Context: an optimization exercise on an open-source flow, tuned for small area. The choices shown serve that exercise and are no tape-out recipe.
Only simulation tests tie the RTL to the original design; equivalence was not proved.
Power is estimated from default activity; no workload was simulated.

`flow/design.v`:
```
module sign_extender (
input logic [4:0] instr,
output logic [15:0] instr_out
);
assign instr_out[4:0]=instr[4:0] ;
assign instr_out[15:5]=(instr[4]==1'b0)?11'b0:11'h7FF;	
endmodule
module alu #(parameter DATA_WIDTH=16)(
				input logic signed [DATA_WIDTH-1:0] a,
				input logic signed [DATA_WIDTH-1:0] b, 
				input logic [4:0]op, 
				output logic signed [DATA_WIDTH-1:0]result,
				output logic zero,
				output logic neg,
				output logic grt,
				output logic eq); 
enum {
		ALU_ADD,
		ALU_SUB, 
		ALU_NAND,
		ALU_NOR,
		ALU_XNOR,
		ALU_AND,
		ALU_OR,
		ALU_XOR,
		ALU_SLL,
		ALU_SRL,
		ALU_SLA,
		ALU_SRA,
		ALU_LUI,
		ALU_LLI,
		ALU_CMP} operations;
always_comb
	begin
		case(op)
			ALU_ADD: result=a+b;
			ALU_SUB: result=a-b;
			ALU_NAND: result= ~(a & b);
			ALU_NOR: result= ~(a | b);
			ALU_XNOR: result= ~(a ^ b);
			ALU_AND: result= a & b;
			ALU_OR: result= a | b;
			ALU_XOR: result= a ^ b;
			ALU_SLL: result= a << b;
			ALU_SRL: result= a >> b;
			ALU_SLA: result= a <<< b;
			ALU_SRA: result= a >>> b;
			ALU_LUI: result= {b[7:0],8'b0};
			ALU_LLI: result= {8'b0, b[7:0]};
			ALU_CMP: result= 0;
			default: result=1;
		endcase
	end
always_comb 
	 begin
			if(a>b) 
				grt=1; 	
			else 
				grt=0;
			if (result==0)
				zero=1;
			else 
				zero=0;
			if (a==b)
				eq=1;
			else 
				eq=0;
			if (result[DATA_WIDTH-1]==1)
				neg=1;
			else 
				neg=0;		
	 end
endmodule 
module cu (
						input logic [5:0]op,
						input logic [5:0]func,
						output logic [3:0] alu_op,
						output logic alu_a_sel,
						output logic rf_we);
always_comb
begin
	alu_op = func[3:0];
	if (func < 6'd8 || func > 6'd11)
		alu_a_sel = 0;
	else
		alu_a_sel = 1;
	if (op == 6'd0 && func != 6'd14)
		rf_we = 1;
	else
		rf_we = 0;
end	
endmodule
module rf #(
		parameter RF_ADDRESS_WIDTH=5, 
		parameter DATA_WIDTH=16)
		(
		input logic clk,
		input logic asyn_n_rst,
		input logic we,
		input logic [RF_ADDRESS_WIDTH-1:0] rs1, 
		input logic [RF_ADDRESS_WIDTH-1:0] rs2,
		input logic [RF_ADDRESS_WIDTH-1:0] rd,
		input logic [DATA_WIDTH-1:0] data_in,
		output logic [DATA_WIDTH-1:0] Qs1,
		output logic [DATA_WIDTH-1:0] Qs2);
reg [31:0][DATA_WIDTH-1:0] register;
assign Qs1 = register[rs1];
assign Qs2 = register[rs2];
always_ff @(posedge clk, negedge asyn_n_rst)
	begin
		if (~asyn_n_rst)
			begin 
				for (int i = 0; i<32; i++)
					begin
						register[i] <= '0;
					end
			end 
		else 
			begin
				if(we==1'b1)
					begin
						register[rd]<=data_in;
					end
			end 		
end
endmodule 
module mips #(
		parameter RF_ADDRESS_WIDTH=5, 
		parameter DATA_WIDTH=16  
)
(
		input logic [31:0] instr,
		input logic clk,
		input logic asyn_n_rst,
		output logic [DATA_WIDTH-1:0] result,
		output logic zero,
		output logic neg,
		output logic grt,
		output logic eq
);
	logic [31:0] Q;
	assign Q = instr;
	logic [DATA_WIDTH-1:0] Qs1;
	logic [DATA_WIDTH-1:0] Qs2;
	logic rf_we;
	rf #(
			.RF_ADDRESS_WIDTH(RF_ADDRESS_WIDTH),
			.DATA_WIDTH(DATA_WIDTH)
	) RF0 (
			.clk(clk),
			.asyn_n_rst(asyn_n_rst),
			.we(rf_we),
			.rs1(Q[25:21]),
			.rs2(Q[20:16]),
			.rd(Q[15:11]),
			.data_in(result),
			.Qs1(Qs1),
			.Qs2(Qs2)
	);
	logic [15:0] instr_out;
	sign_extender SE1 (
			.instr(Q[10:6]),
			.instr_out(instr_out)
	);
	logic [3:0] alu_op;
	logic alu_a_sel;
	cu CU0 (
			.op(Q[31:26]),
			.func(Q[5:0]),
			.alu_op(alu_op),
			.alu_a_sel(alu_a_sel),
			.rf_we(rf_we)
	);
	logic [DATA_WIDTH-1:0] a;
	alu #(
			.DATA_WIDTH(DATA_WIDTH)
	) ALU0 (
			.a(a),
			.b(Qs2),
			.op({1'b0, alu_op}),
			.result(result),
			.zero(zero),
			.neg(neg),
			.grt(grt),
			.eq(eq)
	);
	assign a = (alu_a_sel == 1) ? instr_out : Qs1;
endmodule
```
`flow/run.sh`:
```
#!/bin/bash
# synth_recipe.tcl (not shown) runs the flow's synth.tcl, then flattens the netlist and writes it again
# the make line also repeats each setting of config.mk as NAME=value (left out here)
make -C /OpenROAD-flow-scripts/flow DESIGN_CONFIG=/design/flow/config.mk WORK_HOME=/design/flow/orfs CLKGATE_MAP_FILE= SYNTH_SCRIPT=/design/flow/synth_recipe.tcl finish
```
`flow/config.mk`:
```
export PLATFORM = sky130hd
export DESIGN_NAME = mips
export DESIGN_NICKNAME = mips
export VERILOG_FILES = /design/flow/design.v
export SDC_FILE = /design/flow/constraint.sdc
export NUM_CORES = 4
export LEC_CHECK = 0
export CAP_MARGIN = 20
export CORE_MARGIN = 2
export CORE_UTILIZATION = 40
export SLEW_MARGIN = 20
```
`flow/constraint.sdc`:
```
create_clock -name core_clock -period 20.0 [get_ports {clk}]
set_input_delay 4.0000 -clock core_clock [delete_from_list [all_inputs] [get_ports {clk}]]
set_output_delay 4.0000 -clock core_clock [all_outputs]
set_load 0.01 [all_outputs]
```
==> notes.md <==
==> power by group <==
part	internal, uW	switching, uW
clock	665	470
sequential	1050	12.5
combinational	132	302
total	1840	785
==> routing by layer <==
layer	vias to the layer above	part of all wire, %	global-route usage, %
met4	6	7.7	21.3
met2	2204	43	51.3
met5	-	0.032	0
li1	12200	-	-
met1	15100	37	44.0
met3	598	12	9.15
==> metrics by stage <==
stage          instances  utilization [%]
5_1_grt             4270             44.5
3_5_place_dp        4166             42.1
4_1_cts             4270             44.5
6_report            4273             44.5
2_1_floorplan       3204                -
3_3_place_gp        4164             42.1
==> logic make-up (layout without fill, tap and decap cells) <==
group / Yosys count / in the layout / synth area share, %
DFF: 512 / 512 / 38.2
AOI/OAI and AO/OA: 916 / 916 / 19.6
xor gates and xnor gates: 11 / 11 / 0.288
muxes: 574 / 574 / 24.4
and+or+nand+nor: 786 / 786 / 10.8
buffers and inverters: 349 / 335 / 4.48
other: 0 / 3 / 0
adders and majority gates: 56 / 56 / 2.14
==> cells in the mapped netlist (8+ instances only) <==
library cell  count  area, sq um
mux4_2          177         3990
or3_1             8         50.1
o211ai_1         20          150
a21oi_1          73          365
buf_6             9          101
mux2_2          167         1880
nand4_1          14         87.6
nand2b_1         21          131
buf_4            10         75.1
nor3b_1          16          120
nor2b_1          30          188
buf_1            22         82.6
a2111oi_0         9         78.8
mux2i_1         228         2280
clkbuf_1        173          649
a22oi_1          82          616
o22ai_1          51          319
and3_1           18          113
o21ai_0         249         1250
nand3_1          77          385
xnor2_1           9         78.8
buf_2            68          340
o31ai_1          10         75.1
dfrtp_1         512        12800
a211oi_1         28          210
ha_1             54          676
and2_1           18          113
or4_1             9         67.6
nor2_1          141          529
nand2_1         350         1310
a311oi_1          9         78.8
nor3_1           50          250
nor4_1            9         56.3
o221ai_1         11         96.3
a31oi_1          25          156
a32o_1           54          541
a22o_1          198         1730
inv_1            58          218
==> layout make-up <==
| class | count | share of cell area (%) |
|---|---|---|
| Timing Repair Buffer | 164 | 3.73 |
| Inverter | 67 | 0.678 |
| Sequential cell | 512 | 34.5 |
| Tap cell | 1080 | 3.64 |
| Clock inverter | 24 | 1.03 |
| Clock buffer | 80 | 4.34 |
| Antenna cell | 3 | 0.0202 |
| Multi-Input combinational cell | 2343 | 52.0 |
==> worst max-delay path: cells and delay by family <==
kind                     cells  cell delay (ns)
AND/OR/NAND/NOR              6             2.81
buffers and inverters        5             2.83
AO/OA/AOI/OAI                6             1.96
multiplexers                 1             0.16
XOR/XNOR                     1             0.18
adder cells (fa/ha/maj)      1             0.31
==> how the worst max path moves through the flow <==
| stage | slack (ns) | to | startpoint | cells after the start |
|---|---|---|---|---|
| after floorplan | 6.06 | zero | instr[18] | 24 |
| after global placement | 3.88 | zero | instr[17] | 20 |
| after detailed placement | 3.82 | zero | instr[17] | 20 |
| after CTS | 3.80 | zero | instr[17] | 20 |
| after global routing | 3.13 | zero | instr[17] | 20 |
| final | 3.52 | zero | instr[17] | 20 |
==> impl_results.md <==
* Run status: timing/DRC/antenna clean
* Peak supply drop at 0.0000843 V
* Total of hold buffers inserted after clock tree synthesis at 0
* Ys Warns at 3
* HP Start: RF0.register[418]
* Setup crit end kind: output port
* Critical Path RT at 16.00 ns
* Final Critical Period at 16.48 ns
* Gates resized, CTS repair at 0
* FF-to-FF setup slack at 13.36 ns
* Die span in x at 293 microns
* Headroom to the max-slew limit at 17.5%
* Global-route wire length before repair at 214 mm
* Detailed Route WL at 149 mm
* Grt ovf at 0
* Mapped Avg Cell Area at 10.5 sq um
* FP Rows at 106
* Post-route cell area at 0.0371 sq mm
* Hold WS at 0.507 ns
* Worst hold path class: reg -> reg
* CP max stage delay at 0.94 ns
* Vias per inst at 7.04
* Least-Margin Pin Slew at 1.23 ns
* Initial antenna violation count at 6
* RSZ-0062 raised after global routing: false
* Setup Skew at 0.0425 ns
* Commonest non-fill, non-tap cell in the layout: dfrtp_1
* Peak Freq at 0.0607 GHz
* DRC at 0
* Die H at 293 microns
* # IOs at 54
* Fin. max-slew vios at 0
* Number of synthesized flops with an enable pin at 0
* Post-DP HPWL at 104 mm
* DR iter-0 viols at 4527
* GP Congestion at 1.04
* Clock Path Buffers at 3
* Min-Delay Endpoint: RF0.register[418]
* Asr flop ratio synth at 100%
* WHS Path Cells at 2
* Biggest register: RF0.register
* Multi-input logic area at 0.0193 sq mm
* Largest registers: RF0.register x512
* Drt pass-1 iters at 6
* Post-CTS Setup Bufs at 0
* Syn Nets at 3294
* Share of layout cells above drive strength 1 at 19.2%
* CP max FO at 49
* Crit path cell chain: buf_4, buf_4, mux2i_1, a22oi_1, nor4bb_1, nor4_4, buf_4, inv_2, ha_1, o21ba_2, o21ba_2, o31ai_1, a2111oi_0, o41ai_1, xnor2_1, nor2_1, or4_1, or4_1, nor3_1, clkdlybuf4s50_1
* R2r worst-path depth at 17
* Crit path kind: in -> out
* Slowest-stage cell, CP: or4_1
* TritonCTS clock tree: yes
* Die area at 0.0861 sq mm
* Area Growth Syn to Fin at 10.7%
* Vias in the first global route at 29100
* Worst skew pair latency at 0.66 ns
* Final setup viols at 0
* Post-DP Area at 0.0351 sq mm
* #FFs+latches synth at 512
* Initial core utilization at 40.2%
* Worst r2r dst: RF0.register[109]
* Final worst setup slack at 3.52 ns
* GRT Total Usage at 34.2%
* Post-DRT Antenna Nets at 0
* Top FF cell, synth: dfrtp_1
* Gate Count Post-Synth at 3204
* Power Total at 2630 uW
* Clock Tree Root: clkbuf_16
* Port buffer count at 53
* H-tree Lvls at 2
* Fin. Hold Viols at 0
* Final net count at 3233
* Clk slew on worst S/H paths at 0.06 ns
* R2R Path Start: RF0.register[354]
* Largest net degree at the start of global routing at 154
* CTS sink count at 512
* Tcrit/Tclk final at 82.4%
* Cell variety after synth at 90
* Max FFs per register at 512
* CORE AREA at 0.0833 sq mm
* Pre-CTS WS at 3.82 ns
* Fill count at 7911
* Static leakage power at 0.0160 uW
* Crit path DAT at 12.48 ns
* Total negative slack at 0 ns
* Sequential-to-total area share from yosys stat at 38.2%
* Wirelength per Cell at 34.8 microns
* MaxCap Viol Count at 0
* FF/Latch Area at 0.0128 sq mm
* Most used cell along the critical path: buf_4
* Most frequent cells in the layout: dfrtp_1, nand2_1, o21ai_0
* Vias at 30100
* Num CTS Buffers at 55
* Power Dens Cells at 70.9 mW/mm^2
* Post-Syn Area at 0.0335 sq mm
* Crit start category: input pin

## port drivers added, routing unchanged
The results above use ideal ports. As a check the final layout listed here was re-extracted and re-timed, cells and wires unchanged. Step 1 assumes that a clkbuf_16 drives the clock port and a buf_2 every other input. Step 2 adds t to the input delays and takes it off the output delays; t is the mean of the earliest and latest rising clock arrival at the registers after step 1. Input paths then give back, and output paths get back, about the clock's delay inside the block. Slacks: ideal / step 1 / step 2; pairs: ideal / step 1.
t, ns: 0.707
setup slack, ns: 3.523 / 3.498 / 3.498
worst hold slack (ns): 0.507 / 0.507 / 0.507
After both steps this run still meets setup and hold. For this run, drivers alone change the setup slack by -0.025 ns; drivers and shift together by -0.025 ns.
